This is an optimization exercise on Yosys and OpenROAD, whose aim is small area, not a production implementation.
Only simulation tests tie the RTL to the original design; equivalence was not proved.
Power and IR drop assume default switching activity.

### design.v
module ROM_enemy_bullet_image(
    input [9:0] a,
    output [11:0] spo);
reg [11:0] mem [0:1023];
initial $readmemh("enemy_bullet.hex", mem);
assign spo = mem[a];
endmodule
module ROM_my_bullet_image(
    input [10:0] a,
    output [11:0] spo);
reg [11:0] mem [0:2047];
initial $readmemh("my_bullet.hex", mem);
assign spo = mem[a];
endmodule
module ROM_my_plane_image(
    input [13:0] a,
    output [11:0] spo);
wire [6:0] row = a[13:7];
wire [6:0] col = a[6:0];
wire [5:0] dx = col[6] ? col[5:0] : ~col[5:0];
wire body = ((dx < 6'd6) && (row >= 7'd8)) ||
            ((row[6:4] == 3'd3) && (dx < 6'd58)) ||
            ((row[6:3] == 4'd13) && (dx < 6'd26));
assign spo = body ? {row[6:3], 4'ha, col[5:2]} : 12'h000;
endmodule
module ROM_enemy_plane2_image(
    input [13:0] a,
    output [11:0] spo);
wire [6:0] row = ~a[13:7];
wire [6:0] col = a[6:0];
wire [5:0] dx = col[6] ? col[5:0] : ~col[5:0];
wire body = ((dx < 6'd5) && (row >= 7'd12)) ||
            ((row[6:4] == 3'd4) && (dx < 6'd60)) ||
            ((row[6:3] == 4'd14) && (dx < 6'd22));
assign spo = body ? {4'he, col[5:2], row[6:3]} : 12'h000;
endmodule
module GAME_OVER(
    input clka,
    input [14:0] addra,
    output reg [11:0] douta);
always @(posedge clka)
    douta <= {addra[14:11] ^ addra[3:0], addra[10:7], addra[6:3]};
endmodule
module ROM_start1_image(
    input clka,
    input [15:0] addra,
    output reg [11:0] douta);
always @(posedge clka)
    douta <= {addra[15:12] ^ addra[3:0], addra[11:8], addra[7:4]};
endmodule
module VGA_driver(
    input clk, rst,
    output reg hs, vs, 
    output reg [10:0] screen_x, screen_y,
    output vs_neg,
    output active_video);
    parameter HCNT = 11'd1343;  
    parameter VCNT = 11'd805;  
    reg [10:0] h_cnt, v_cnt;  
    reg     h_de, v_de; 
    always@(posedge clk)
    begin
        if(rst)
            h_cnt <= 11'd0;
        else if(h_cnt >= 11'd1343)
            h_cnt <= 11'd0;
        else
            h_cnt <= h_cnt + 11'd1; 
    end
    always@(posedge clk)
    begin
        if(rst)
            v_cnt <= 11'd0;
        else if(h_cnt == 11'd1343) begin
            if(v_cnt >= 11'd805)
                v_cnt <= 11'd0;
            else
                v_cnt <= v_cnt + 11'd1;
        end
    end
    always @(posedge clk) begin
        if(rst) 
            h_de <= 1'b0;
        else if((h_cnt >= 296) && (h_cnt <= 1319)) 
            h_de <= 1'b1;
        else 
            h_de <= 1'b0;
    end
    always @(posedge clk)
    begin
        if(rst)
            v_de <= 1'b0;
        else if((v_cnt >= 35) && (v_cnt <= 802))
            v_de <= 1'b1;
        else 
            v_de <= 1'b0;
    end
    always @(posedge clk)
    begin
        if(rst)
            hs <= 1'b1;
        else if(h_cnt <= 11'd135)
            hs <= 1'b0;
        else
            hs <= 1'b1;
    end
    always @(posedge clk)
    begin
        if(rst)
            vs <= 1'b1;
        else if(v_cnt <= 11'd5)
            vs <= 1'b0;
        else 
            vs <= 1'b1;
    end
    reg v1,v2;
always @(posedge clk) begin
    if(rst) begin
        v1 <= 0;
        v2 <= 0;
    end else begin
        v1 <= vs;
        v2 <= v1;
    end
end
assign vs_neg = ~v1 && v2;
assign active_video = ((v_de == 1) && (h_de == 1)) ? 1'b1 : 1'b0;
always @(posedge clk)begin
    if(rst) begin
        screen_x <= 11'd0;
        screen_y <= 11'd0;
    end else begin
        screen_x <= h_cnt;
        screen_y <= v_cnt;
    end
end
endmodule
module VGA_rgb(
    input clk, rst,
    input active_video,
    input [3:0] hited,
    input [10:0] screen_x, screen_y,
    input [10:0] my_plane_x, my_plane_y,
    input [10:0] my_bullet_x, my_bullet_y,
    input up,
    input have_bullet_now,
    input [10:0] enemy_x, enemy_y,
    input [10:0] enemy_bullet_x, enemy_bullet_y,
    input have_enemy_bullet_now,
    output reg play,
    output reg [11:0] rgb);
parameter MY_PLANE_WIDTH = 11'd128, MY_PLANE_HEIGHT = 11'd128;
parameter ENEMY_PLANE_WIDTH = 11'd128, ENEMY_PLANE_HEIGHT = 11'd128;
parameter MY_BULLET_WIDTH = 11'd32, MY_BULLET_HEIGHT = 11'd64;
parameter ENEMY_BULLET_WIDTH = 11'd18, ENEMY_BULLET_HEIGHT = 11'd33;
parameter ENEMY_PLANE_HALF_WIDTH = 11'd64, ENEMY_PLANE_HALF_HEIGHT = 11'd64;
parameter ENEMY_BULLET_HALF_WIDTH = 11'd9, ENEMY_BULLET_HALF_HEIGHT = 11'd16;
parameter MY_PLANE_HALF_WIDTH = 11'd64, MY_PLANE_HALF_HEIGHT = 11'd64;
parameter MY_BULLET_HALF_WIDTH = 11'd16, MY_BULLET_HALF_HEIGHT = 11'd32;
parameter HOR_SYNC = 11'd136, HOR_BACK_PORCH = 11'd160, HOR_ACTIVE_VEDIO = 11'd1024, HOR_FRONT_PORCH = 11'd24; 
parameter VER_SYNC = 11'd6, VER_BACK_PORCH= 11'd29, VER_ACTIVE_VEDIO = 11'd768, VER_FRONT_PORCH = 11'd3;  
parameter IMAGE_PIX_NUMBER = 16384;
parameter ENEMY_BULLET_IMAGE_PIX_NUMBER = 576;
parameter MY_BULLET_IMAGE_PIX_NUMBER = 2048;
parameter GG_IMAGE_PIX_NUMBER = 19824;
parameter GG_WIDTH = 12'd336, GG_HEIGHT = 12'd59;
parameter START1_IMAGE_PIX_NUMBER = 34320;
parameter START1_WIDTH = 12'd429, START1_HEIGHT = 12'd80;
reg [13:0] rom_addr_enemy_plane,rom_addr_my_plane;
wire [11:0] rom_data_enemy_plane, rom_data_enemy_bullet,rom_data_my_bullet, rom_data_my_plane, rom_data_GG;
wire [11:0] rom_data_start1;
reg [9:0] rom_addr_enemy_bullet;
reg [10:0] rom_addr_my_bullet;
reg [14:0] rom_addr_GG;
reg [15:0] rom_addr_start1;
always @(posedge clk) begin
    if(rst) play <= 1'b0;
    else if(up) play <= 1'b1;
end
always @(posedge clk) begin
    if(rst) begin
        rgb <= 12'h000;
        rom_addr_enemy_plane <= 14'b0;
        rom_addr_enemy_bullet <= 14'b0;
        rom_addr_my_plane <= 14'b0;
        rom_addr_my_bullet <= 11'b0;
        rom_addr_start1 <= 16'b0;
        rom_addr_GG <= 16'b0;
    end
    else  begin 
        if(active_video) rgb<=12'h000;
        if(!play) begin
             if((screen_x >= (HOR_SYNC + HOR_BACK_PORCH + 12'd300)) &&
                (screen_x <= (HOR_SYNC + HOR_BACK_PORCH + 12'd300 + START1_WIDTH - 1'b1)) &&
                (screen_y >= (VER_SYNC + VER_BACK_PORCH+ 12'd350 )) &&
                (screen_y <= (VER_SYNC + VER_BACK_PORCH+ 12'd350  + START1_HEIGHT - 1'b1)))
            begin
                if((screen_x == (HOR_SYNC + HOR_BACK_PORCH + 12'd300)) && (screen_y == (VER_SYNC + VER_BACK_PORCH+ 12'd350 ))) rom_addr_start1 <= 16'b0;
                rgb <= rom_data_start1;
                if(rom_addr_start1 == START1_IMAGE_PIX_NUMBER - 1'b1)
                    rom_addr_start1 <= 16'b0;
                else 
                    rom_addr_start1 <= rom_addr_start1 + 1'b1;
            end
        end else begin
        if((screen_x >= (HOR_SYNC + HOR_BACK_PORCH + 12'd350)) &&
            (screen_x <= (HOR_SYNC + HOR_BACK_PORCH + 12'd350 + GG_WIDTH - 1'b1)) &&
            (screen_y >= (VER_SYNC + VER_BACK_PORCH+ 12'd350 )) &&
            (screen_y <= (VER_SYNC + VER_BACK_PORCH+ 12'd350  + GG_HEIGHT - 1'b1))
            && hited >= 4'd3)
        begin
            if((screen_x == (HOR_SYNC + HOR_BACK_PORCH + 12'd350)) && (screen_y == (VER_SYNC + VER_BACK_PORCH+ 12'd350 ))) rom_addr_GG <= 14'b0;
            rgb <= rom_data_GG;
            if(rom_addr_GG == GG_IMAGE_PIX_NUMBER - 1'b1)
                rom_addr_GG <= 14'b0;
            else 
                rom_addr_GG <= rom_addr_GG + 1'b1;
        end
        else if(hited < 4'd3) begin
        if((screen_x >= (HOR_SYNC + HOR_BACK_PORCH + enemy_x - ENEMY_PLANE_HALF_WIDTH)) &&
            (screen_x <= (HOR_SYNC + HOR_BACK_PORCH + enemy_x + ENEMY_PLANE_HALF_WIDTH - 1'b1)) &&
            (screen_y >= (VER_SYNC + VER_BACK_PORCH + enemy_y - ENEMY_PLANE_HALF_HEIGHT)) &&
            (screen_y <= (VER_SYNC + VER_BACK_PORCH + enemy_y + ENEMY_PLANE_HALF_HEIGHT - 1'b1)))
        begin
          if((screen_x == (HOR_SYNC + HOR_BACK_PORCH + enemy_x - ENEMY_PLANE_HALF_WIDTH)) && (screen_y == (VER_SYNC + VER_BACK_PORCH + enemy_y - ENEMY_PLANE_HALF_HEIGHT))) rom_addr_enemy_plane <= 14'b0;
            rgb <= rom_data_enemy_plane;
            if(rom_addr_enemy_plane == IMAGE_PIX_NUMBER - 1'b1)
                rom_addr_enemy_plane <= 14'b0;
            else 
                rom_addr_enemy_plane <= rom_addr_enemy_plane + 1'b1;
        end
        if((screen_x >= (HOR_SYNC + HOR_BACK_PORCH + my_plane_x - MY_PLANE_HALF_WIDTH)) &&
                 (screen_x <= (HOR_SYNC + HOR_BACK_PORCH + my_plane_x + MY_PLANE_HALF_WIDTH - 1'b1)) &&
                 (screen_y >= (VER_SYNC + VER_BACK_PORCH + my_plane_y - MY_PLANE_HALF_HEIGHT)) &&
                 (screen_y <= (VER_SYNC + VER_BACK_PORCH + my_plane_y + MY_PLANE_HALF_HEIGHT - 1'b1)))
         begin
            if((screen_x == (HOR_SYNC + HOR_BACK_PORCH + my_plane_x - MY_PLANE_HALF_WIDTH)) && (screen_y == (VER_SYNC + VER_BACK_PORCH + my_plane_y - MY_PLANE_HALF_HEIGHT))) rom_addr_my_plane <= 14'b0;
            rgb <= rom_data_my_plane;
            if(rom_addr_my_plane == IMAGE_PIX_NUMBER - 1'b1)
                rom_addr_my_plane <= 14'b0;
            else 
                rom_addr_my_plane <= rom_addr_my_plane + 1'b1;
        end
        if((screen_x >= (HOR_SYNC + HOR_BACK_PORCH + enemy_bullet_x - ENEMY_BULLET_HALF_WIDTH)) &&
                (screen_x <= (HOR_SYNC + HOR_BACK_PORCH + enemy_bullet_x + ENEMY_BULLET_HALF_WIDTH - 1'b1)) &&
                (screen_y >= (VER_SYNC + VER_BACK_PORCH + enemy_bullet_y - ENEMY_BULLET_HALF_HEIGHT)) &&
                (screen_y <= (VER_SYNC + VER_BACK_PORCH + enemy_bullet_y + ENEMY_BULLET_HALF_HEIGHT - 1'b1)) &&
                have_enemy_bullet_now)
        begin
            if((screen_x == (HOR_SYNC + HOR_BACK_PORCH + enemy_bullet_x - ENEMY_BULLET_HALF_WIDTH)) && (screen_y == (VER_SYNC + VER_BACK_PORCH + enemy_bullet_y - ENEMY_BULLET_HALF_HEIGHT))) rom_addr_enemy_bullet <= 10'b0;
            rgb <= rom_data_enemy_bullet;
            if(rom_addr_enemy_bullet == ENEMY_BULLET_IMAGE_PIX_NUMBER - 1'b1)
                rom_addr_enemy_bullet <= 10'b0;
            else
                rom_addr_enemy_bullet <= rom_addr_enemy_bullet + 1'b1;
        end
        if((screen_x >= (HOR_SYNC + HOR_BACK_PORCH + my_bullet_x - MY_BULLET_HALF_WIDTH)) &&
                (screen_x <= (HOR_SYNC + HOR_BACK_PORCH + my_bullet_x + MY_BULLET_HALF_WIDTH - 1'b1)) &&
                (screen_y >= (VER_SYNC + VER_BACK_PORCH + my_bullet_y - MY_BULLET_HALF_HEIGHT)) &&
                (screen_y <= (VER_SYNC + VER_BACK_PORCH + my_bullet_y + MY_BULLET_HALF_HEIGHT - 1'b1)) && 
                have_bullet_now)
        begin
        if((screen_x == (HOR_SYNC + HOR_BACK_PORCH + my_bullet_x - MY_BULLET_HALF_WIDTH)) &&(screen_y == (VER_SYNC + VER_BACK_PORCH + my_bullet_y - MY_BULLET_HALF_HEIGHT))) rom_addr_my_bullet <= 10'b0;
            rgb <= rom_data_my_bullet;
            if(rom_addr_my_bullet == MY_BULLET_IMAGE_PIX_NUMBER - 1'b1)
                rom_addr_my_bullet <= 10'b0;
            else
                rom_addr_my_bullet <= rom_addr_my_bullet + 1'b1;
        end
        end
        end
    end 
end
ROM_enemy_plane2_image R0(
    .a      (rom_addr_enemy_plane),
    .spo    (rom_data_enemy_plane));
ROM_enemy_bullet_image R1(
    .a      (rom_addr_enemy_bullet),
    .spo    (rom_data_enemy_bullet));
ROM_my_bullet_image R2(
    .a      (rom_addr_my_bullet),
    .spo    (rom_data_my_bullet));
ROM_my_plane_image R3(
    .a      (rom_addr_my_plane),
    .spo    (rom_data_my_plane));
GAME_OVER R5(
    .addra      (rom_addr_GG),
    .clka    (clk),
    .douta    (rom_data_GG));
ROM_start1_image R4(
    .addra  (rom_addr_start1),
    .clka   (clk),
    .douta  (rom_data_start1));
endmodule
module plane_game_video(
    input clk, rst,
    input up,
    input [3:0] hited,
    input [10:0] my_plane_x, my_plane_y,
    input [10:0] my_bullet_x, my_bullet_y,
    input have_bullet_now,
    input [10:0] enemy_x, enemy_y,
    input [10:0] enemy_bullet_x, enemy_bullet_y,
    input have_enemy_bullet_now,
    output hs, vs,
    output play,
    output [11:0] rgb);
wire [10:0] screen_x, screen_y;
wire active_video, vs_neg;
VGA_driver M1(
    .clk        (clk),
    .rst        (rst),
    .hs         (hs),
    .vs         (vs),
    .vs_neg     (vs_neg),
    .screen_x   (screen_x),
    .screen_y   (screen_y),
    .active_video   (active_video));
VGA_rgb M2(
    .clk        (clk),
    .rst        (rst),
    .hited      (hited),
    .up         (up),
    .play       (play),
    .active_video   (active_video),
    .screen_x   (screen_x),
    .screen_y   (screen_y),
    .enemy_x    (enemy_x),
    .enemy_y    (enemy_y),
    .enemy_bullet_x (enemy_bullet_x),
    .enemy_bullet_y (enemy_bullet_y),
    .my_plane_x (my_plane_x),
    .my_plane_y (my_plane_y),
    .my_bullet_x    (my_bullet_x),
    .my_bullet_y    (my_bullet_y),
    .have_bullet_now    (have_bullet_now),
    .have_enemy_bullet_now  (have_enemy_bullet_now),
    .rgb        (rgb));
endmodule
### config.mk
export PLATFORM = sky130hd
export DESIGN_NAME = plane_game_video
export DESIGN_NICKNAME = plane_game_video
export VERILOG_FILES = /design/flow/design.v
export SDC_FILE = /design/flow/constraint.sdc
export NUM_CORES = 4
export LEC_CHECK = 0
export CAP_MARGIN = 20
export CORE_MARGIN = 2
export CORE_UTILIZATION = 40
export PLACE_DENSITY = 0.6
export SLEW_MARGIN = 20
export SYNTH_MEMORY_MAX_BITS = 32768
### my_bullet.hex
000
000
000
000
000
500
500
800
b00
900
500
300
000
000
000
000
000
000
000
000
300
500
900
b00
800
500
500
000
000
000
000
000
000
000
000
000
800
d10
e60
d30
d10
d10
b00
800
600
000
000
000
000
000
000
600
800
b00
d10
d10
d30
e60
d10
800
000
000
000
000
000
000
000
500
d10
e60
d30
e81
fa2
fc3
fc3
e60
900
500
000
000
000
000
500
900
e60
fc3
fc3
fa2
e81
d30
e60
d10
500
000
000
000
000
000
000
800
e60
fa2
e81
fa2
fe3
fff
fff
fe3
e81
b00
500
000
000
500
b00
e81
fe3
fff
fff
fe3
fa2
e81
fa2
e60
800
000
000
000
000
000
600
b00
e81
fc3
fa2
fc3
fe3
fe3
fe3
fc3
e81
d30
500
000
000
500
d30
e81
fc3
fe3
fe3
fe3
fc3
fa2
fc3
e81
b00
600
000
000
000
300
800
e60
fe3
fe3
fa2
fc3
ff9
ff9
fe3
fc3
fc3
e60
600
000
000
600
e60
fc3
fc3
fe3
ff9
ff9
fc3
fa2
fe3
fe3
e60
800
300
000
000
500
b00
fa2
ff9
fff
fe3
fff
fff
fff
fff
ff9
fff
fa2
b00
000
000
b00
fa2
fff
ff9
fff
fff
fff
fff
fe3
fff
ff9
fa2
b00
500
000
000
500
d30
fc3
fff
ff9
fff
fff
fff
fff
fff
fe3
fe3
fa2
d30
300
300
d30
fa2
fe3
fe3
fff
fff
fff
fff
fff
ff9
fff
fc3
d30
500
000
000
b00
fa2
ff9
fff
fff
fff
ff9
ff9
fff
fe3
fa2
fe3
e81
e60
600
600
e60
e81
fe3
fa2
fe3
fff
ff9
ff9
fff
fff
fff
ff9
fa2
b00
000
000
e60
fc3
fe3
ff9
fe3
fff
fff
ff9
fff
fc3
e81
fa2
e81
d30
800
800
d30
e81
fa2
e81
fc3
fff
ff9
fff
fff
fe3
ff9
fe3
fc3
e60
000
000
e81
fc3
ff9
ff9
fe3
fff
fff
fff
fff
fa2
e81
fc3
e81
e60
900
500
e60
e81
fc3
e81
fa2
fff
fff
fff
fff
fe3
ff9
ff9
fc3
e81
000
500
e81
fe3
ff9
ff9
fff
fff
fff
ff9
ff9
fa2
fc3
fc3
fe3
e81
900
500
e81
fe3
fc3
fc3
fa2
ff9
ff9
fff
fff
fff
ff9
ff9
fe3
e81
500
600
e60
fc3
fe3
ff9
fff
fff
fff
fe3
fff
fa2
ff9
fc3
fe3
e60
800
300
e60
fe3
fc3
ff9
fa2
fff
fe3
fff
fff
fff
ff9
fe3
fc3
e60
600
600
d30
fa2
fc3
fe3
ff9
ff9
fe3
ff9
fff
fc3
fff
fc3
fa2
d10
500
500
d10
fa2
fc3
fff
fc3
fff
ff9
fe3
ff9
ff9
fe3
fc3
fa2
d30
600
500
b00
e81
fc3
ff9
fff
fe3
fe3
fff
fe3
fc3
ff9
fc3
e81
900
300
300
900
e81
fc3
ff9
fc3
fe3
fff
fe3
fe3
fff
ff9
fc3
e81
b00
500
300
b00
e60
fc3
fe3
fe3
fc3
fff
fff
fe3
fa2
fe3
fa2
e60
900
000
000
900
e60
fa2
fe3
fa2
fe3
fff
fff
fc3
fe3
fe3
fc3
e60
b00
300
300
900
d10
fa2
fc3
fa2
ff9
fff
fff
ff9
fc3
fc3
e81
e60
900
000
000
900
e60
e81
fc3
fc3
ff9
fff
fff
ff9
fa2
fc3
fa2
d10
900
300
000
900
b00
e81
fe3
e81
ff9
fff
ff9
fe3
fe3
fa2
e81
d30
800
000
000
800
d30
e81
fa2
fe3
fe3
ff9
fff
ff9
e81
fe3
e81
b00
900
000
000
900
b00
fa2
fff
e81
ff9
fff
fe3
ff9
ff9
fc3
fa2
d10
800
300
300
800
d10
fa2
fc3
ff9
ff9
fe3
fff
ff9
e81
fff
fa2
b00
900
000
000
800
b00
fa2
fff
e81
fe3
fff
fff
fff
fe3
fe3
fc3
d10
b00
600
600
b00
d10
fc3
fe3
fe3
fff
fff
fff
fe3
e81
fff
fa2
b00
800
000
000
600
b00
fa2
ff9
fa2
fe3
fff
ff9
fe3
fe3
fa2
fc3
d30
b00
800
800
b00
d30
fc3
fa2
fe3
fe3
ff9
fff
fe3
fa2
ff9
fa2
b00
600
000
000
600
800
e81
fc3
fc3
ff9
fff
fe3
fc3
fc3
e60
fc3
d10
b00
900
900
b00
d10
fc3
e60
fc3
fc3
fe3
fff
ff9
fc3
fc3
e81
800
600
000
000
500
900
d30
e81
fc3
ff9
ff9
fe3
fc3
fa2
d30
fa2
d10
b00
800
800
b00
d10
fa2
d30
fa2
fc3
fe3
ff9
ff9
fc3
e81
d30
900
500
000
000
200
600
d30
e60
fc3
ff9
fe3
fc3
fe3
fa2
e60
e81
d10
b00
600
600
b00
d10
e81
e60
fa2
fe3
fc3
fe3
ff9
fc3
e60
d30
600
200
000
000
ffe
300
d10
d30
fc3
fff
fc3
fc3
fe3
e81
e60
e60
d10
900
500
500
900
d10
e60
e60
e81
fe3
fc3
fc3
fff
fc3
d30
d10
300
ffe
000
000
000
300
d10
d30
fc3
fff
fc3
fe3
fe3
e81
e81
d30
b00
900
000
000
900
b00
d30
e81
e81
fe3
fe3
fc3
fff
fc3
d30
d10
300
000
000
000
000
200
900
d30
e81
ff9
fa2
fe3
ff9
e81
fa2
d30
900
600
000
000
600
900
d30
fa2
e81
ff9
fe3
fa2
ff9
e81
d30
900
200
000
000
000
000
000
600
d30
e81
fe3
e81
fe3
fff
e81
fc3
d10
900
500
000
000
500
900
d10
fc3
e81
fff
fe3
e81
fe3
e81
d30
600
000
000
000
000
000
000
500
d10
e60
fe3
e81
fe3
fff
e81
fa2
d10
800
000
000
000
000
800
d10
fa2
e81
fff
fe3
e81
fe3
e60
d10
500
000
000
000
000
000
000
000
900
e81
fc3
fa2
fc3
ff9
e60
e81
b00
600
000
000
000
000
600
b00
e81
e60
ff9
fc3
fa2
fc3
e81
900
000
000
000
000
000
000
000
300
b00
fa2
fe3
fa2
fa2
fc3
d30
e60
b00
500
000
000
000
000
500
b00
e60
d30
fc3
fa2
fa2
fe3
fa2
b00
300
000
000
000
000
000
000
500
900
fc3
fff
fc3
fa2
e81
b00
d30
900
500
000
000
000
000
500
900
d30
b00
e81
fa2
fc3
fff
fc3
900
500
000
000
000
000
000
000
600
900
e81
fe3
fa2
e81
d30
b00
d10
800
000
000
000
000
000
000
800
d10
b00
d30
e81
fa2
fe3
e81
900
600
000
000
000
000
000
000
500
800
e60
fa2
e81
e81
e60
b00
d30
800
000
000
000
000
000
000
800
d30
b00
e60
e81
e81
fa2
e60
800
500
000
000
000
000
000
000
300
800
d10
fa2
e60
e81
d30
b00
d10
600
000
000
000
000
000
000
600
d10
b00
d30
e81
e60
fa2
d10
800
300
000
000
000
000
000
000
300
800
b00
e60
d30
e60
d10
800
d10
600
000
000
000
000
000
000
600
d10
800
d10
e60
d30
e60
b00
800
300
000
000
000
000
000
000
000
800
b00
e60
d10
e60
900
800
d30
500
000
000
000
000
000
000
500
d30
800
900
e60
d10
e60
b00
800
000
000
000
000
000
000
000
000
800
b00
e60
d30
d10
900
800
d10
300
000
000
000
000
000
000
300
d10
800
900
d10
d30
e60
b00
800
000
000
000
000
000
000
000
000
600
b00
e60
d30
d10
900
600
900
000
000
000
000
000
000
000
000
900
600
900
d10
d30
e60
b00
600
000
000
000
000
000
000
000
000
600
900
e60
e60
d10
900
500
800
000
000
000
000
000
000
000
000
800
500
900
d10
e60
e60
900
600
000
000
000
000
000
000
000
000
500
800
d30
e81
d30
b00
000
600
000
000
000
000
000
000
000
000
600
000
b00
d30
e81
d30
800
500
000
000
000
000
000
000
000
000
000
500
d10
e60
e60
b00
000
000
000
000
000
000
000
000
000
000
000
000
b00
e60
e60
d10
500
000
000
000
000
000
000
000
000
000
000
300
b00
e60
d30
800
000
000
000
000
000
000
000
000
000
000
000
000
800
d30
e60
b00
300
000
000
000
000
000
000
000
000
000
000
200
b00
e60
d30
800
000
000
000
000
000
000
000
000
000
000
000
000
800
d30
e60
b00
200
000
000
000
000
000
000
000
000
000
000
000
d10
d30
d30
600
000
000
000
000
000
000
000
000
000
000
000
000
600
d30
d30
d10
000
000
000
000
000
000
000
000
000
000
000
000
900
d30
d10
600
000
000
000
000
000
000
000
000
000
000
000
000
600
d10
d30
900
000
000
000
000
000
000
000
000
000
000
000
000
600
d10
d10
300
000
000
000
000
000
000
000
000
000
000
000
000
300
d10
d10
600
000
000
000
000
000
000
000
000
000
000
000
000
000
900
b00
000
000
000
000
000
000
000
000
000
000
000
000
000
000
b00
900
000
000
000
000
000
000
000
000
000
000
000
000
000
000
b00
900
000
000
000
000
000
000
000
000
000
000
000
000
000
000
900
b00
000
000
000
000
000
000
000
000
000
000
000
000
000
000
b00
800
000
000
000
000
000
000
000
000
000
000
000
000
000
000
800
b00
000
000
000
000
000
000
000
000
000
000
000
000
000
000
d10
600
000
000
000
000
000
000
000
000
000
000
000
000
000
000
600
d10
000
000
000
000
000
000
000
000
000
000
000
000
000
000
800
500
000
000
000
000
000
000
000
000
000
000
000
000
000
000
500
800
000
000
000
000
000
000
000
000
000
000
000
000
000
000
000
000
000
000
000
000
000
000
000
000
000
000
000
000
000
000
000
000
000
000
000
000
000
000
000
000
000
000
000
000
000
000
000
000
000
000
000
000
000
000
000
000
000
000
000
000
000
000
000
000
000
000
000
000
000
000
000
000
000
000
000
000
000
000
000
000
000
000
000
000
000
000
000
000
000
000
000
000
000
000
000
000
000
000
000
000
000
000
000
000
000
000
000
000
000
000
000
000
000
000
000
000
000
000
000
000
000
000
000
000
000
000
000
000
000
000
000
000
000
000
000
000
000
000
000
000
000
000
000
000
000
000
000
000
000
000
000
000
000
000
000
000
000
000
000
000
000
000
000
000
000
000
000
000
000
000
000
000
000
000
000
000
000
000
000
000
000
000
000
000
000
000
000
000
000
000
000
000
000
000
000
000
000
000
000
000
000
000
000
000
000
000
000
000
000
000
000
000
000
000
000
000
000
000
000
000
000
000
000
000
000
000
000
000
000
000
000
000
000
000
000
000
000
000
000
000
000
000
000
000
000
000
000
000
000
000
000
000
000
000
000
000
000
000
000
000
000
000
000
000
000
000
000
000
000
000
000
000
000
000
000
000
000
000
000
000
000
000
000
000
000
000
000
000
000
000
000
000
000
000
000
000
000
000
000
000
000
000
000
000
000
000
000
000
000
000
000
000
000
000
000
000
000
000
000
000
000
000
000
000
000
000
000
000
000
000
000
000
000
000
000
000
000
000
000
000
000
000
000
000
000
000
000
000
000
000
000
000
000
000
000
000
000
000
000
000
000
000
000
000
000
000
000
000
000
000
000
000
000
000
000
000
000
000
000
000
000
000
000
000
000
000
000
000
000
000
000
### constraint.sdc
create_clock -name core_clock -period 15.0 [get_ports {clk}]
set_input_delay 3.0000 -clock core_clock [delete_from_list [all_inputs] [get_ports {clk}]]
set_output_delay 3.0000 -clock core_clock [all_outputs]
set_load 0.01 [all_outputs]
### run.sh
#!/bin/bash
# synth_recipe.tcl (not shown) runs the flow's synth.tcl, then flattens the netlist and writes it again
# the make line also repeats each setting of config.mk as NAME=value (left out here)
make -C /OpenROAD-flow-scripts/flow DESIGN_CONFIG=/design/flow/config.mk WORK_HOME=/design/flow/orfs CLKGATE_MAP_FILE= SYNTH_SCRIPT=/design/flow/synth_recipe.tcl finish
### enemy_bullet.hex
000
000
000
000
000
000
000
000
111
222
111
000
000
000
000
000
000
000
000
000
000
000
000
000
000
000
333
434
333
111
000
000
000
000
000
000
000
000
000
000
000
000
111
222
434
535
333
222
000
000
000
000
000
000
000
000
000
000
000
111
111
222
636
636
434
222
000
000
000
000
000
000
000
000
000
000
000
000
111
333
948
848
737
323
000
000
000
000
000
000
000
000
000
000
000
000
222
636
949
948
938
635
111
000
000
000
000
000
000
000
000
000
000
111
434
949
a49
949
938
737
222
000
000
000
000
000
000
000
000
000
000
111
636
a49
a4a
a49
939
535
111
111
000
000
000
000
000
000
000
000
111
222
737
a49
a4a
a49
a49
434
111
000
000
000
000
000
000
000
000
000
111
333
938
a49
b4a
b4a
a49
747
111
000
000
000
000
000
000
000
000
000
111
333
a49
b4a
b5b
b5b
a4a
949
323
000
000
000
000
000
000
000
000
000
111
535
a4a
c5b
c5b
c5b
b4a
948
111
000
000
000
000
000
000
000
000
000
111
747
c5b
d5c
d5c
c5b
b5a
a59
222
000
000
000
000
000
000
000
000
000
000
858
d5d
e6d
d6c
c5c
c6c
c5b
646
111
000
000
000
000
000
000
000
000
212
a59
e6e
e6e
d6d
d6c
e6d
e6d
a5a
333
111
000
000
000
000
000
000
000
434
c5c
f7e
e7e
d6d
d6d
e7e
f6e
b5b
434
111
000
000
000
000
000
000
111
646
d6d
f7e
e7e
e7d
e6d
e7e
f7f
c5c
333
000
000
000
000
000
000
000
111
747
e6e
f7e
e7e
e7e
e7e
e7e
f7f
c5c
323
000
000
000
000
000
000
000
222
a5a
e7e
f7e
e7e
e8e
e7e
e7e
f7f
d6d
434
000
000
000
000
000
000
111
434
c6c
f7f
f8e
f8e
f9f
f9f
f8e
f8e
e6e
646
111
000
000
000
000
000
222
646
d7d
f9f
f9f
f9f
faf
faf
f9f
f8e
e7e
949
333
000
000
000
000
111
222
848
e7e
f9f
faf
faf
faf
fbf
faf
f9f
e8e
c5b
535
000
000
000
000
000
323
a5a
e9e
faf
fbf
fbf
fbf
fbf
fbf
faf
e9e
d6d
434
000
000
000
000
000
333
b6c
faf
fbf
fbf
fbf
fbf
fcf
fbf
fbf
eae
c6c
323
000
000
000
000
000
222
b6b
fbf
fcf
fcf
fcf
fcf
fcf
fcf
fcf
eae
c6c
111
000
000
000
000
000
000
858
fbf
fcf
fcf
fcf
fcf
fcf
fcf
fcf
fbf
b6b
101
000
000
000
000
000
000
545
ebe
fcf
fcf
fcf
fcf
fcf
fdf
fdf
fbf
958
000
000
000
000
000
000
000
333
d8d
fdf
fdf
fdf
fcf
fdf
fdf
fef
f9f
545
000
000
000
000
000
000
000
111
857
fbf
fdf
fef
fef
fef
fef
fbf
969
323
111
000
000
000
000
000
000
000
111
656
cac
fdf
fdf
fcf
d9d
656
111
000
000
000
000
000
000
000
000
000
000
000
222
555
868
757
323
000
000
000
000
000
000
000
000
000
000
000
000
000
000
000
000
000
000
000
000
000
000
000
000
000
000
000
000
000
000
000
000
000
000
000
000
000
000
000
000
000
000
000
000
000
000
000
000
000
000
000
000
000
000
000
000
000
000
000
000
000
000
000
000
000
000
000
000
000
000
000
000
000
000
000
000
000
000
000
000
000
000
000
000
000
000
000
000
000
000
000
000
000
000
000
000
000
000
000
000
000
000
000
000
000
000
000
000
000
000
000
000
000
000
000
000
000
000
000
000
000
000
000
000
000
000
000
000
000
000
000
000
000
000
000
000
000
000
000
000
000
000
000
000
000
000
000
000
000
000
000
000
000
000
000
000
000
000
000
000
000
000
000
000
000
000
000
000
000
000
000
000
000
000
000
000
000
000
000
000
000
000
000
000
000
000
000
000
000
000
000
000
000
000
000
000
000
000
000
000
000
000
000
000
000
000
000
000
000
000
000
000
000
000
000
000
000
000
000
000
000
000
000
000
000
000
000
000
000
000
000
000
000
000
000
000
000
000
000
000
000
000
000
000
000
000
000
000
000
000
000
000
000
000
000
000
000
000
000
000
000
000
000
000
000
000
000
000
000
000
000
000
000
000
000
000
000
000
000
000
000
000
000
000
000
000
000
000
000
000
000
000
000
000
000
000
000
000
000
000
000
000
000
000
000
000
000
000
000
000
000
000
000
000
000
000
000
000
000
000
000
000
000
000
000
000
000
000
000
000
000
000
000
000
000
000
000
000
000
000
000
000
000
000
000
000
000
000
000
000
000
000
000
000
000
000
000
000
000
000
000
000
000
000
000
000
000
000
000
000
000
000
000
000
000
000
000
000
000
000
000
000
000
000
000
000
000
000
000
000
000
000
000
000
000
000
000
000
000
000
000
000
000
000
000
000
000
000
000
000
000
000
000
000
000
000
000
000
000
000
000
000
000
000
000
000
000
000
000
000
000
000
000
000
000
000
000
000
000
000
000
000
000
000
000
000
000
000
000
000
000
000
000
000
000
000
000
000
000
000
000
000
000
000
000
000
000
000
000
000
000
000
000
==> run notes <==
## cells by family after synthesis
| logic type | after synthesis |
|---|---|
| adders and majority gates | 257 |
| AOI/OAI and AO/OA | 1503 |
| xor gates and xnor gates | 248 |
| and+or+nand+nor | 1459 |
| buffers and inverters | 433 |
| DFF | 189 |
| muxes | 54 |
## stage by stage
step,cell area (sq um),cells,hold WS [ns]
2_1_floorplan,29060,4143,0.3583
5_1_grt,31790,5077,0.3992
6_report,31790,5079,0.3784
3_3_place_gp,31110,5043,0.3719
4_1_cts,31750,5075,0.3814
3_5_place_dp,31110,5043,0.3688
## sequential cells by signal (all words and copies together), names as in the netlist
register                  cells
M1.screen_x                  11
M2.play                       1
M1.v_cnt                     11
M1.vs                         1
M1.h_cnt                     11
M2.rom_addr_GG               15
M1.h_de                       1
M2.rom_addr_enemy_bullet     10
M2.rgb                       12
M2.rom_addr_my_plane         14
M2.rom_addr_my_bullet        11
M2.R4.douta                  12
M2.rom_addr_start1           16
M1.v_de                       1
M1.hs                         1
M2.rom_data_my_bullet        12
M2.rom_addr_enemy_plane      14
M1.screen_y                  11
M2.rom_data_enemy_bullet     12
M2.R5.douta                  12
## worst max-delay path, stage by stage
cell and delay, ns:
clkdlybuf4s50_1 0.60, inv_1 0.10, ha_1 0.24, nor3b_1 0.20
nor2_1 0.11, xnor2_1 0.36, inv_1 0.11, nand3_1 0.17
mux2_2 0.35, a31oi_1 0.26, xor2_1 0.11, ha_1 0.32
and4_1 0.27, and2_1 0.41, nor2_1 0.25, nor4_4 0.67
mux2_4 0.50, inv_2 0.42, ha_1 0.72, o21ai_0 0.48
o22ai_1 0.72, a22oi_1 0.30, a21boi_0 0.19, o2111ai_1 0.21
a41oi_1 0.59, o31ai_1 0.25
## layer usage
metal  share of wire  GRT usage  vias to the layer above  routed length (microns)
met4           0.070     0.2525                       24                    11980
li1                -          -                    15670                        -
met2            0.39     0.6224                     2939                    67420
met5          0.0013          0                        -                      228
met3            0.14     0.1742                      770                    24400
met1            0.39     0.5681                    17290                    67680
## cell usage in the layout (no fill, tap or decap), drive strengths merged, types with 44 or more instances in the layout
cell type / n
nand3: 187
o221ai: 51
ha: 255
o22ai: 58
inv: 131
nor3: 141
a211oi: 88
o21ai: 311
dfxtp: 189
nor2b: 47
nor4: 54
o31ai: 49
xor2: 120
o211ai: 74
a221oi: 47
a21oi: 348
clkdlybuf4s50: 110
xnor2: 128
buf: 147
nor2: 396
nand4: 70
a31oi: 94
nand2: 384
a21o: 47
o21a: 44
## power breakdown
part	switching, W	internal, W	total, W
clock	0.000268	0.000235	0.000503
sequential	0.00000371	0.000504	0.000508
combinational	0.000155	0.000122	0.000277
## Yosys cell counts, types with 45 or more instances
| library cell | count |
|---|---|
| a211oi_1 | 83 |
| a21o_1 | 47 |
| a21oi_1 | 346 |
| a221oi_1 | 45 |
| a31oi_1 | 91 |
| buf_2 | 127 |
| clkbuf_1 | 130 |
| dfxtp_1 | 189 |
| ha_1 | 255 |
| inv_1 | 111 |
| nand2_1 | 381 |
| nand3_1 | 181 |
| nand4_1 | 70 |
| nor2_1 | 388 |
| nor2b_1 | 47 |
| nor3_1 | 128 |
| nor4_1 | 45 |
| o211ai_1 | 71 |
| o21ai_0 | 265 |
| o221ai_1 | 50 |
| o22ai_1 | 55 |
| xnor2_1 | 128 |
| xor2_1 | 120 |
## worst paths after layout
check                           slack (ns)                               end                           startpoint
worst min register to register        0.38            M2.R4.douta[6]$_DFF_P_  M2.rom_addr_start1[10]$_SDFFE_PP0P_
worst min-delay path                  0.38            M2.R4.douta[6]$_DFF_P_  M2.rom_addr_start1[10]$_SDFFE_PP0P_
worst max-delay path                  3.50  M2.rom_data_my_bullet[8]$_DFF_P_                       my_bullet_y[0]
worst max register to register        7.57  M2.rom_data_my_bullet[8]$_DFF_P_            M1.screen_y[2]$_SDFF_PP0_
## layout make-up
cell class,count,area (sq um),area share
Timing Repair Buffer,257,2217,0.06974
Tap cell,950,1189,0.03739
Clock inverter,15,212.7,0.006691
Multi-Input combinational cell,3521,23470,0.7384
Inverter,127,481.7,0.01515
Antenna cell,3,7.507,0.0002361
Sequential cell,189,3784,0.1190
Clock buffer,17,425.4,0.01338
==> run notes <==
outcome=no timing/DRC/antenna violations; synthesized flop and latch total=189; unrepaired setup endpoints after global routing=no; First DRT Iteration DRCs=6163; Synth Flop Type=dfxtp_1; final RePlAce weighted congestion=1.077; clk buf depth=2; compound-cell area share of the yosys netlist=0.3525; CP max FO=19; buffers inserted by post-CTS timing repair=0; average routed wire per standard cell=33.81 microns; overall die height=273.5 microns; largest net degree at the start of global routing=105; syn_nets=4495; Overflow after GRT=0; vias per cell=7.223; CTS Root Cell=clkbuf_16; # H-tree levels=4; HP Class=register to register; vias=36690; Worst Setup Slack, final=3.501 ns; multiplexer share of the synthesized area=0.01989; DRC violations left=0; Hold Crit Depth=0; largest cells by area after synthesis=dfxtp_1 13%, ha_1 11%, a21oi_1 6.0%, nor2_1 5.0%, nand2_1 4.9%; CTS Buf Count=17; Post-Place Setup Slack=3.427 ns; EDFF count, synth=0; vias in the first global route=33990; DRT Pass-1 Iters=8; area of the core=71730 sq um; post-synthesis xor/xnor area fraction=0.07475; CP arrival=11.94 ns; worst-skew pair later-pin latency=0.52 ns; fmax=0.08696 GHz; max cap viols=0; critical path endpoint category=register; fin crit period=11.50 ns; final hold vios=0; hold-fix buffers at CTS=0; final worst-path cycle share=0.7666; crit path kind=input pin to register; post-synthesis adder-cell area fraction=0.1105; yosys warns=6; share of the synthesized area in the top cell type=0.1302; clock-pin slew on the worst setup and hold paths=0.12 ns; standard-cell row count=98; CTS tree=yes; # clock sinks=189; fin. max-slew vios=0; Worst Path Required=15.44 ns; Startpoint Class=input pin; Total Die Area=74820 sq um; PwrDens=40.48 nW/um^2; largest family of logic cells by synthesized area=compound AO/OA/AOI/OAI gates; total track usage=0.4423; Seq/Total Area, Yosys=0.1302; Post-CTS Resized=0; VDD IR max=0.00007847 V; post-synth cell types=115; width of the die=273.5 microns; asr flop ratio synth=0; Initial Util=0.4051; Area Growth Syn to Fin=9.399%; final core occ=0.4432; DRT Wirelength=171700 microns; Max transition margin=0.1791; layout cells sized above 1=0.08119; number of top-level pins=112; Antenna Nets Post-Route=0; Worst R2R Path Depth=17; final setup TNS=0 ns; Leak Pwr=12.00 nW; FILL cells=7599; initial antenna violation count=17; first-pass GRT wire length=243800 microns; Synth Area in Simple Gates=0.2450; synthesized cell area=29060 sq um; port buffer count=111; cell accounting for the most synthesized area=dfxtp_1; Post-Syn Instances=4143; Synth Area per Inst=7.014 sq um; worst clock skew=0.04249 ns; total power=0.001287 W; dpl hpwl=123400 microns; Setup violations, final=0; Slew @ Worst Pin=1.215 ns; count of nets after finishing=4465

[what the ideal ports hide]
No port has a modelled driver above. Below, the same layout with a new extraction and two added sets of constraints.
Step 1: set_driving_cell puts a clkbuf_16 on clk and a buf_2 on each other input, an assumption about the parent block.
Step 2 moves the port delays by t, midway between the first and last clock arrival at a register: inputs arrive t later, outputs are due t later. That takes back most of the time a late clock gives input paths.
Slacks: no drivers / after step 1 / after step 2; pairs: no drivers / after step 1.
t (ns): 0.561
setup slack, ns: 3.501 / 3.537 / 2.976
worst setup path after step 2: input to register
clock arrival spread, ns: 0.044 / 0.044
After both steps this run still meets setup and hold. For this run, drivers alone change the setup slack by +0.036 ns; drivers and shift together by -0.525 ns.
